From an optimization exercise on the open Yosys and OpenROAD flow, aimed at small area, a short achievable clock period and few clock cycles; shortcuts taken in it are not production practice. Where RTL was checked, it was by simulation tests only, not by an equivalence proof against the original. Power is estimated from default activity; no workload was simulated.

Setup of exp/fjord:
==> flow/design.v <==
`timescale 1ns / 1ps
`timescale 1ns / 1ps
module modBigNumbers(input [35:0] s, input [35:0] c, input xi, input [33:0] y, input [31:0] number,
    output [35:0] so, output [35:0] co
    );
	wire [35:0] xy = xi ? {2'b00, y} : 36'd0;
	wire        q  = s[0] ^ c[0] ^ (xi & y[0]);
	wire [35:0] qn = q ? {4'b0000, number} : 36'd0;
	wire [35:0] t1 = s ^ c ^ xy;
	wire [36:0] c1 = {((s & c) | (s & xy) | (c & xy)), 1'b0};
	wire [36:0] t1e = {1'b0, t1};
	wire [36:0] qne = {1'b0, qn};
	wire [36:0] t2 = t1e ^ c1 ^ qne;
	wire [37:0] c2 = {((t1e & c1) | (t1e & qne) | (c1 & qne)), 1'b0};
	assign so = t2[36:1];
	assign co = c2[36:1];
endmodule
`timescale 1ns / 1ps
module main(input clk, input rst, input start, input [31:0] n, input [63:0] exponent,
    output ready, output done, output [31:0] prime1
    );
	localparam ITER = 4;
	localparam K    = 36 / ITER;      
	reg st_idle, st_norm, st_dbl, st_mul, st_conv, st_fin, st_gcd;
	reg        done_r;
	reg [31:0] a;         
	reg [63:0] er;        
	reg [6:0]  bl;        
	reg [6:0]  cnt;
	reg [33:0] v;
	reg [35:0] S, C;      
	reg [ITER-1:0] xb;    
	assign ready  = st_idle;
	assign done   = done_r;
	assign prime1 = a;
	wire [35:0] ss [0:ITER];
	wire [35:0] cc [0:ITER];
	assign ss[0] = S;
	assign cc[0] = C;
	genvar gi;
	generate for (gi = 0; gi < ITER; gi = gi + 1) begin : it
		modBigNumbers step (.s(ss[gi]), .c(cc[gi]), .xi(xb[gi]), .y(v), .number(a),
			.so(ss[gi+1]), .co(cc[gi+1]));
	end endgenerate
	wire [36:0] pa = st_conv ? {1'b0, S} :
	                 st_fin  ? 37'd0 :
	                 st_gcd  ? {1'b0, S} : {2'b00, v, 1'b0};
	wire [36:0] pb = st_conv ? {1'b0, C} :
	                 st_fin  ? {1'b1, ~{2'b00, v}} : ~{5'd0, a};
	wire        pc = !st_conv;
	wire [37:0] sum2 = {pa, 1'b1} + {pb, pc};
	wire [36:0] sum  = sum2[37:1];
	wire        neg = sum[36];
	wire [33:0] v_dbl  = neg ? {v[32:0], 1'b0} : sum[33:0];
	wire [33:0] v_conv = er[63] ? {sum[32:0], 1'b0} : sum[33:0];
	wire        normdone = er[63] | (bl == 7'd5);
	wire [4:0]  P = er[63:59];
	wire [35:0] vpad = {2'b00, v};
	wire        b_eq_a = (S == {4'd0, a});
	always @(posedge clk) begin
		S <= 36'd0;
		C <= 36'd0;
		if (st_mul) begin
			S <= ss[ITER];
			C <= cc[ITER];
		end
		if (st_fin) S <= sum[35:0];       
		if (st_gcd) begin
			if (!S[0])
				S <= S[1] ? {1'b0, S[35:1]} : {2'b00, S[35:2]};
			else if (neg)                  
				S <= {4'd0, a};
			else
				S <= sum[1] ? sum[36:1] : {1'b0, sum[36:2]};
		end
		if (st_idle) begin
			a   <= n;
			er  <= exponent;
			bl  <= 7'd64;
			v   <= 34'd1;
			cnt <= 7'd36;
		end
		if (st_norm) begin
			if (cnt != 0) begin
				v   <= v_dbl;
				cnt <= cnt - 7'd1;
			end
			if (!normdone) begin
				er <= {er[62:0], 1'b0};
				bl <= bl - 7'd1;
			end
			else begin
				er  <= {er[58:0], 5'd0};
				bl  <= bl - 7'd5;
				cnt <= cnt - {6'd0, cnt != 0} + {2'b00, P};
			end
		end
		if (st_dbl) begin
			if (cnt != 0) begin
				v   <= v_dbl;
				cnt <= cnt - 7'd1;
			end
			else
				xb <= v[ITER-1:0];
		end
		if (st_mul) begin
			xb  <= vpad[ITER*(cnt+1) +: ITER];
			cnt <= cnt + 7'd1;
		end
		if (st_conv) begin
			v   <= v_conv;
			er  <= {er[62:0], 1'b0};
			bl  <= bl - 7'd1;
			cnt <= 7'd0;
			xb  <= v_conv[ITER-1:0];
		end
		if (st_gcd && S[0] && !b_eq_a && neg)
			a <= S[31:0];
		done_r <= 1'b0;
		if (rst) begin
			st_idle <= 1'b1;
			st_norm <= 1'b0;
			st_dbl  <= 1'b0;
			st_mul  <= 1'b0;
			st_conv <= 1'b0;
			st_fin  <= 1'b0;
			st_gcd  <= 1'b0;
		end
		else begin
			if (st_idle && start) begin
				st_idle <= 1'b0;
				st_norm <= 1'b1;
			end
			if (st_norm && normdone) begin
				st_norm <= 1'b0;
				st_dbl  <= 1'b1;
			end
			if (st_dbl && cnt == 0) begin
				st_dbl <= 1'b0;
				if (bl == 0) st_fin <= 1'b1;
				else         st_mul <= 1'b1;
			end
			if (st_mul && cnt == K - 1) begin
				st_mul  <= 1'b0;
				st_conv <= 1'b1;
			end
			if (st_conv) begin
				st_conv <= 1'b0;
				if (bl == 7'd1) st_fin <= 1'b1;
				else            st_mul <= 1'b1;
			end
			if (st_fin) begin
				st_fin <= 1'b0;
				st_gcd <= 1'b1;
			end
			if (st_gcd && S[0] && b_eq_a) begin
				st_gcd  <= 1'b0;
				st_idle <= 1'b1;
				done_r  <= 1'b1;
			end
		end
	end
endmodule
==> flow/config.mk <==
export PLATFORM = sky130hd
export DESIGN_NAME = main
export DESIGN_NICKNAME = main
export VERILOG_FILES = /design/flow/design.v
export SDC_FILE = /design/flow/constraint.sdc
export NUM_CORES = 4
export LEC_CHECK = 0
export ABC_CLOCK_PERIOD_IN_PS = 4000
export CAP_MARGIN = 20
export CORE_MARGIN = 2
export CORE_UTILIZATION = 40
export SETUP_SLACK_MARGIN = 3
export SLEW_MARGIN = 20
==> flow/constraint.sdc <==
create_clock -name core_clock -period 8.0 [get_ports {clk}]
set_input_delay 1.6000 -clock core_clock [delete_from_list [all_inputs] [get_ports {clk}]]
set_output_delay 1.6000 -clock core_clock [all_outputs]
set_load 0.01 [all_outputs]
run.sh (not shown) runs the stock make flow with config.mk's settings and CLKGATE_MAP_FILE= SYNTH_SCRIPT=/design/flow/synth_recipe.tcl, a recipe that flattens the netlist after the stock synthesis.
## Diff of input files: exp/lagoon against exp/fjord
-- flow/config.mk --
<<< exp/fjord, line 8
export ABC_CLOCK_PERIOD_IN_PS = 4000
>>> exp/lagoon, line 8
<<< exp/fjord, line 12
export SETUP_SLACK_MARGIN = 3
>>> exp/lagoon, line 11
In the metrics for exp/lagoon and exp/fjord, the one carrying the lower utilization after layout is exp/lagoon. Leakage power was lower in the run labelled exp/lagoon. Summary of exp/lagoon over exp/fjord: fill cell instance count of the final layout now sits higher, count of unique library cells instantiated by Yosys now sits at about the same level. Across exp/lagoon and exp/fjord, the outcome is the same: a clean finish for every run.
Here is what was changed in the inputs of exp/maple compared with exp/lagoon.
-- flow/config.mk --
<<< exp/lagoon, line 11
>>> exp/maple, line 11
export SETUP_SLACK_MARGIN = 3
==> results.txt <==
Leakage power summed over all cells sits higher in exp/maple than in exp/lagoon.
Any difference in post-detailed-route via-to-cell ratio between exp/maple and exp/lagoon is small enough to ignore.
exp/lagoon → exp/maple: cell count after placement about even; cell area rose 1100 µm².
The final reports for exp/maple and exp/lagoon show final cycle utilization of the critical path lower in the former.
No run of this note included a check of the RTL's function; only the layout flow was run.

* * *

## run a
main, a different RTL version from the one above (not shown whole).
For scale: roughly 3000 cells after synthesis, roughly 240 flip-flops, roughly 130 I/O pins, about 0.026 mm² of cells after synthesis.
==> flow/design.v (excerpt) <==
module main(input clk, input rst, input start, input [31:0] n, input [63:0] exponent,
    output ready, output done, output [31:0] prime1
    );
	localparam ITER = 4;
	localparam K    = 36 / ITER;      
	reg st_idle, st_norm, st_dbl, st_mul, st_conv, st_fin, st_gcd;
	reg        done_r;
	reg [31:0] a;         
	reg [63:0] er;        
	reg [6:0]  bl;        
	reg [6:0]  cnt;
	reg        first;     
	reg [33:0] v;
	reg [35:0] S, C;      
	reg [ITER-1:0] xb;    
	reg [ITER-1:0] xyl;   
	reg [ITER-1:0] u;     
	assign ready  = st_idle;
	assign done   = done_r;
	assign prime1 = a;
	reg         cin;      
	wire [35:0] s_nx, c_nx;
	wire        cin_nx;
	modBigNumbers mont (.s(S), .c(C), .cin(cin), .x(xb), .y(v), .xyl(xyl), .u(u), .number(a),
		.so(s_nx), .co(c_nx), .cout(cin_nx));
	wire [ITER-1:0] u_nx;
	montInv minv (.n(n[ITER-1:0]), .u(u_nx));
	wire [36:0] pa = st_conv ? {1'b0, S} :
	                 (st_fin | first) ? 37'd0 :
  ...
export LEC_CHECK = 0
export CAP_MARGIN = 20
export CORE_MARGIN = 2
export CORE_UTILIZATION = 40
export SETUP_SLACK_MARGIN = 3
export SLEW_MARGIN = 20
create_clock -name core_clock -period 8.0 [get_ports {clk}]
Testbench counts of run a, summed over its fixed seeds: cycles 98,748.
diff inputs: run a => run b
diff --git a/flow/config.mk b/flow/config.mk
--- a/flow/config.mk
+++ b/flow/config.mk
@@ -11 +11 @@
-export SETUP_SLACK_MARGIN = 3
+export SETUP_SLACK_MARGIN = 3.5
Notes after the runs:
Higher share of total power in the clock network was reported by run a, not run b.
Taking run a as the reference point, the area of combinational cells with multiple inputs of run b rises by 510 µm².
Between run b and run a, the difference in placed instance count is negligible.
Worst setup slack after layout in run b is 57 ps higher than in run a
The lower met2 track utilization from global routing of run b and run a is in run a.
On sum of internal, switching and leakage power: run b sits above run a.
In run b the sequential share of layout area turned out 0.84 points lower than in run a.
Looking only at number of cells upsized or downsized after cts, and setting everything else aside, the lower value of run b and run a goes to run a.
Run b against run a: first-pass GRT wire length higher, final core utilization grew by 2.1 points.

* * *

## the reference run
Another version of the RTL of main (not shown whole).
Size: about 3000 cells after synthesis, roughly 130 I/O pins.
Settings: LEC_CHECK=0, CAP_MARGIN=20, CORE_MARGIN=2, CORE_UTILIZATION=40, SETUP_SLACK_MARGIN=4, SLEW_MARGIN=20; clock period 8.0 ns.
[inputs] the trial run vs the reference run
Settings: SETUP_SLACK_MARGIN removed (was 4).
==> comparison <==
Area growth from synthesis to final layout (the trial run over the reference run): decrease, 16 points. On the trial run: sequential share of layout area is 2.4 points higher than what the reference run gave. Largest net degree at the start of global routing, the trial run and the reference run, lower one = the trial run. Compared with the reference run, in the trial run worst setup slack lower; final cell count lower. Diff the reference run -> the trial run: final net count moved down, met2 wire length moved down, share of total power in sequential cells went up 1.7 points, non-clock buffer count now smaller.
No run of this note included a check of the RTL's function; only the layout flow was run.

* * *

Another version of the RTL of main (not shown whole).
For scale: roughly 130 I/O pins.
export LEC_CHECK = 0
export CAP_MARGIN = 20
export CORE_MARGIN = 2
export CORE_UTILIZATION = 65
export PLACE_DENSITY = 0.8
export SETUP_SLACK_MARGIN = 3.5
export SLEW_MARGIN = 20
export SYNTH_MEMORY_MAX_BITS = 65536
create_clock -name core_clock -period 8.0 [get_ports {clk}]
standard.sh (not shown) runs the stock make flow with config.mk's settings and CLKGATE_MAP_FILE= SYNTH_SCRIPT=/design/flow/synth_recipe.tcl, a recipe that flattens the netlist after the stock synthesis.
==> flow/flow/run.sh <==
#!/bin/bash
set -euo pipefail
export BUFFER_PORTS_ARGS="-buffer_cell sky130_fd_sc_hd__buf_1"
bash standard.sh > standard.log 2>&1
The baseline finished with timing, DRC and antenna clean.
Testbench counts at the start, summed over its fixed seeds: cycles 98,636.
Change:
CORE_UTILIZATION = 55   (was 65)
PLACE_DENSITY = not set   (was 0.8)
Result:
- The changed run produced a clean layout
- final cell count grows by a few percent
- synthesized area stays the same
- die area went up by about a fifth
- sequential power is about the same
- count of clock-buffer cells in the layout came out lower by 13
- total power is about the same
- wire length is higher by a few percent

* * *

main, a different RTL version from the one above (not shown whole).
==> flow/config.mk <==
export PLATFORM = sky130hd
export DESIGN_NAME = main
export DESIGN_NICKNAME = main
export VERILOG_FILES = /design/flow/design.v
export SDC_FILE = /design/flow/constraint.sdc
export NUM_CORES = 4
export LEC_CHECK = 0
export CAP_MARGIN = 20
export CORE_MARGIN = 2
export CORE_UTILIZATION = 55
export SETUP_SLACK_MARGIN = 3.7
export SLEW_MARGIN = 20
export SYNTH_MEMORY_MAX_BITS = 65536
==> flow/constraint.sdc <==
create_clock -name core_clock -period 8.0 [get_ports {clk}]
set_input_delay 1.6000 -clock core_clock [delete_from_list [all_inputs] [get_ports {clk}]]
set_output_delay 1.6000 -clock core_clock [all_outputs]
set_load 0.01 [all_outputs]
Scripts as last shown in full above: flow/flow/run.sh
The starting point completed with no timing, DRC or antenna violations.
Rerun with:
- SETUP_SLACK_MARGIN: 3.7 -> 3.5
The new run finished clean.
Sequential cell count stays the same.
Routed wire length falls by 6.1%.
Global-route usage decreases by 1.7 points.
No functional check of the RTL was part of any run of this note.

* * *

main, a different RTL version from the one above (not shown whole).
For scale: roughly 3100 cells after synthesis, about 270 flip-flops, roughly 130 I/O pins.
export LEC_CHECK = 0
export CAP_MARGIN = 20
export CORE_MARGIN = 2
export CORE_UTILIZATION = 55
export SETUP_SLACK_MARGIN = 4
export SLEW_MARGIN = 20
export SYNTH_MEMORY_MAX_BITS = 65536
create_clock -name core_clock -period 8.0 [get_ports {clk}]
Scripts as last shown in full above: flow/flow/run.sh
Testbench counts at the start, summed over its fixed seeds: cycles 98,636.
Edit:
- SETUP_SLACK_MARGIN: 4 -> 3.5
Sequential power is about the same. Wire length falls by 13%. Synthesized cell count is unchanged. Core utilization went down by 8.3 points. Global-route usage went down by 5.3 points. Register-to-register slack gets worse by 80 ps. Synthesized area stays the same. Worst setup slack loses 84 ps. Clock skew went up by 6.1 ps. Power drops by 12%. Worst hold slack improves by 43 ps.

* * *

main, a different RTL version from the one above (not shown whole).
Size: roughly 3100 cells after synthesis, ~270 flip-flops, ~26000 um2 of cells after synthesis.
clock: 8.0 ns
lec_check: 0
cap_margin: 10
core_margin: 2
core_utilization: 55
cts_buf_list: sky130_fd_sc_hd__clkbuf_4 sky130_fd_sc_hd__clkbuf_8
setup_slack_margin: 3.5
slew_margin: 10
synth_memory_max_bits: 65536
Scripts as last shown in full above: flow/flow/run.sh
The starting point passed the timing, design-rule and antenna checks.
Testbench counts at the start, summed over its fixed seeds: cycles 98,636.
Next try:
CAP_MARGIN = 20   (was 10)
CTS_BUF_LIST = unset   (was sky130_fd_sc_hd__clkbuf_4 sky130_fd_sc_hd__clkbuf_8)
SETUP_SLACK_MARGIN = 3.0   (was 3.5)
SLEW_MARGIN = 20   (was 10)
Sequential share of layout area came out higher by 0.53 points.
Die area does not change.
Worst hold slack is about the same.
Clock-buffer cell count drops by 30.
Next try:
SETUP_SLACK_MARGIN = 3.5   (was 3.0)
Outcome:
- The changed run finished clean
- sequential share of layout area drops by 0.45 points
- global-route usage climbs by 0.16 points
- final area climbs by about 2.4%
- synthesized cell count does not change
- sequential cell count stays the same
- first-iteration DRC count drops by 0.36%
- power climbs by about 3.5%
- via count climbs by about 1.7%
- wire length climbs by about 1.7%

* * *

## job 101
main with an RTL version that a note above also has.
Size: ~130 I/O pins.
## main
module main(input clk, input rst, input start, input [31:0] n, input [63:0] exponent,
    output ready, output done, output [31:0] prime1
    );
	localparam ITER = 4;
	localparam K    = 36 / ITER;      
	reg st_idle, st_norm, st_dbl, st_mul, st_conv, st_fin, st_gcd;
	reg        done_r;
	reg [31:0] a;         
	reg [63:0] er;        
	reg [6:0]  bl;        
	reg [6:0]  cnt;
	reg        first;     
	reg [33:0] v;
	reg [35:0] S, C;      
	reg [ITER-1:0] xb;    
	reg [ITER-1:0] xyl;   
	reg [ITER-1:0] u;     
	assign ready  = st_idle;
	assign done   = done_r;
	assign prime1 = a;
	reg         cin;      
	wire [35:0] s_nx, c_nx;
	wire        cin_nx;
	modBigNumbers mont (.s(S), .c(C), .cin(cin), .x(xb), .y(v), .xyl(xyl), .u(u), .number(a),
		.so(s_nx), .co(c_nx), .cout(cin_nx));
	wire [ITER-1:0] u_nx;
	montInv minv (.n(n[ITER-1:0]), .u(u_nx));
	wire [36:0] pa = st_conv ? {1'b0, S} :
	                 (st_fin | first) ? 37'd0 :
	                 st_gcd  ? {1'b0, S} : {2'b00, v, 1'b0};
	wire [36:0] pb = st_conv ? {1'b0, C} :
	                 st_fin  ? {1'b1, ~{2'b00, v}} : ~{5'd0, a};
	wire        pc = st_conv ? cin : 1'b1;
	wire [37:0] sum2 = {pa, 1'b1} + {pb, pc};
	wire [36:0] sum  = sum2[37:1];
	wire        neg = sum[36];
	wire [33:0] v_dbl  = neg ? {v[32:0], 1'b0} : sum[33:0];
	wire [33:0] v_conv = er[63] ? {sum[32:0], 1'b0} : sum[33:0];
	wire        normdone = er[63] | (bl == 7'd5);
	wire [4:0]  P = er[63:59];
	wire [35:0] vpad = {2'b00, v};
	wire        b_eq_a = (S == {4'd0, a});
	reg  [31:0] mask;
	reg  [6:0]  cnt0;     
	integer     bi;
	always @(*) begin
		mask = 32'd0;
		cnt0 = 7'd36;
		for (bi = 0; bi < 32; bi = bi + 1)
			if (a[bi]) begin
				mask = {32{1'b1}} >> (31 - bi);
				cnt0 = 7'd35 - bi[6:0];
			end
	end
	wire [33:0] v_init = {2'b00, sum[31:0] & mask};
	wire        dbl_now = !first && cnt != 0;
	wire [6:0]  cnt_cur = first ? cnt0 : cnt;
  ...
Settings: LEC_CHECK=0, CAP_MARGIN=20, CORE_MARGIN=2, CORE_UTILIZATION=40, SETUP_SLACK_MARGIN=2, SLEW_MARGIN=20; clock period 8.0 ns.
run.sh (not shown) runs the stock make flow with config.mk's settings and CLKGATE_MAP_FILE= SYNTH_SCRIPT=/design/flow/synth_recipe.tcl, a recipe that flattens the netlist after the stock synthesis.
Stock flow here: none of the scripts above is used.
Job 101 | status: complete | timing, DRC, antenna: pass
Testbench counts of job 101, summed over its fixed seeds: cycles 98,748.
For job 102, these inputs were changed with respect to job 101:
- SETUP_SLACK_MARGIN removed (was 2)
[summary]
Job 102 completed every stage of the flow, and the final layout passed the timing, design-rule and antenna checks. The number of standard cells in the final layout excluding fillers was comparable across job 102 and job 101. Diff job 102..job 101 | overall die area | unchanged. Clock period minus worst slack up 0.15 ns in job 102 wrt job 101. Relative to job 101, the setup slack of the critical path after layout of job 102 is lower by 0.15 ns.

-- port drivers added, routing unchanged --
Ports are ideal in the flow. The routed layouts listed here were re-timed in OpenROAD. Step 1 (the two cells are an assumption about what drives the block):
set clk [get_ports {clk}]
set_driving_cell -lib_cell sky130_fd_sc_hd__clkbuf_16 $clk
set_driving_cell -lib_cell sky130_fd_sc_hd__buf_2 [delete_from_list [all_inputs] $clk]
Step 2, shift: input delay + t, output delay - t, t = (earliest + latest rising clock arrival at the registers) / 2. This alone moves slack from input paths to output paths. Three values: ideal ports, drivers, drivers and shift; two values: the first two.
| run | t, ns | slack for setup (ns) | worst hold slack (ns) | clock arrival spread, ns | worst register clock-pin slew, ns |
|---|---|---|---|---|---|
| exp/fjord | 0.606 | 1.713 / 1.713 / 1.713 | 0.547 / 0.547 / 0.547 | 0.026 / 0.026 | 0.07 / 0.07 |
| exp/lagoon | 0.651 | 0.789 / 0.789 / 0.789 | 0.547 / 0.547 / 0.547 | 0.021 / 0.021 | 0.07 / 0.07 |
| exp/maple | 0.606 | 1.713 / 1.713 / 1.713 | 0.547 / 0.547 / 0.547 | 0.026 / 0.026 | 0.07 / 0.07 |
| run a | 0.674 | 2.994 / 2.994 / 2.994 | 0.537 / 0.537 / 0.537 | 0.016 / 0.016 | 0.07 / 0.07 |
| run b | 0.671 | 3.051 / 3.051 / 3.051 | 0.514 / 0.514 / 0.514 | 0.018 / 0.017 | 0.07 / 0.07 |
| the reference run | 0.691 | 0.177 / 0.177 / 0.177 | 0.545 / 0.545 / 0.545 | 0.028 / 0.028 | 0.07 / 0.07 |
| the trial run | 0.631 | 0.149 / 0.149 / 0.149 | 0.549 / 0.549 / 0.549 | 0.054 / 0.053 | 0.06 / 0.06 |
| the first run of note 4 | 0.661 | 3.553 / 3.553 / 3.553 | 0.483 / 0.483 / 0.483 | 0.015 / 0.015 | 0.07 / 0.07 |
| the second run of note 4 | 0.671 | 3.576 / 3.576 / 3.539 | 0.485 / 0.485 / 0.485 | 0.017 / 0.017 | 0.07 / 0.07 |
| the first run of note 5 | 0.639 | 3.601 / 3.601 / 3.601 | 0.483 / 0.483 / 0.483 | 0.028 / 0.027 | 0.07 / 0.07 |
| the second run of note 5 | 0.624 | 3.563 / 3.563 / 3.563 | 0.482 / 0.482 / 0.482 | 0.020 / 0.020 | 0.06 / 0.06 |
| the first run of note 6 | 0.633 | 3.589 / 3.589 / 3.589 | 0.534 / 0.534 / 0.534 | 0.022 / 0.022 | 0.07 / 0.07 |
| the second run of note 6 | 0.615 | 3.505 / 3.505 / 3.505 | 0.578 / 0.578 / 0.578 | 0.028 / 0.027 | 0.07 / 0.07 |
| the first run of note 7 | 0.724 | 3.530 / 3.530 / 3.530 | 0.482 / 0.482 / 0.482 | 0.053 / 0.053 | 0.07 / 0.07 |
| the second run of note 7 | 0.634 | 3.066 / 3.066 / 3.066 | 0.484 / 0.484 / 0.484 | 0.022 / 0.022 | 0.07 / 0.07 |
| the third run of note 7 | 0.635 | 3.540 / 3.540 / 3.540 | 0.485 / 0.485 / 0.485 | 0.026 / 0.027 | 0.07 / 0.07 |
| job 101 | 0.675 | 2.311 / 2.311 / 2.311 | 0.569 / 0.569 / 0.569 | 0.017 / 0.017 | 0.07 / 0.07 |
| job 102 | 0.675 | 2.156 / 2.156 / 2.156 | 0.568 / 0.568 / 0.568 | 0.014 / 0.015 | 0.07 / 0.07 |
After both steps setup and hold are still met in every run listed. The setup slack of the second run of note 4, which loses most, moves by 0.000 ns with the drivers and by -0.037 ns with both steps.
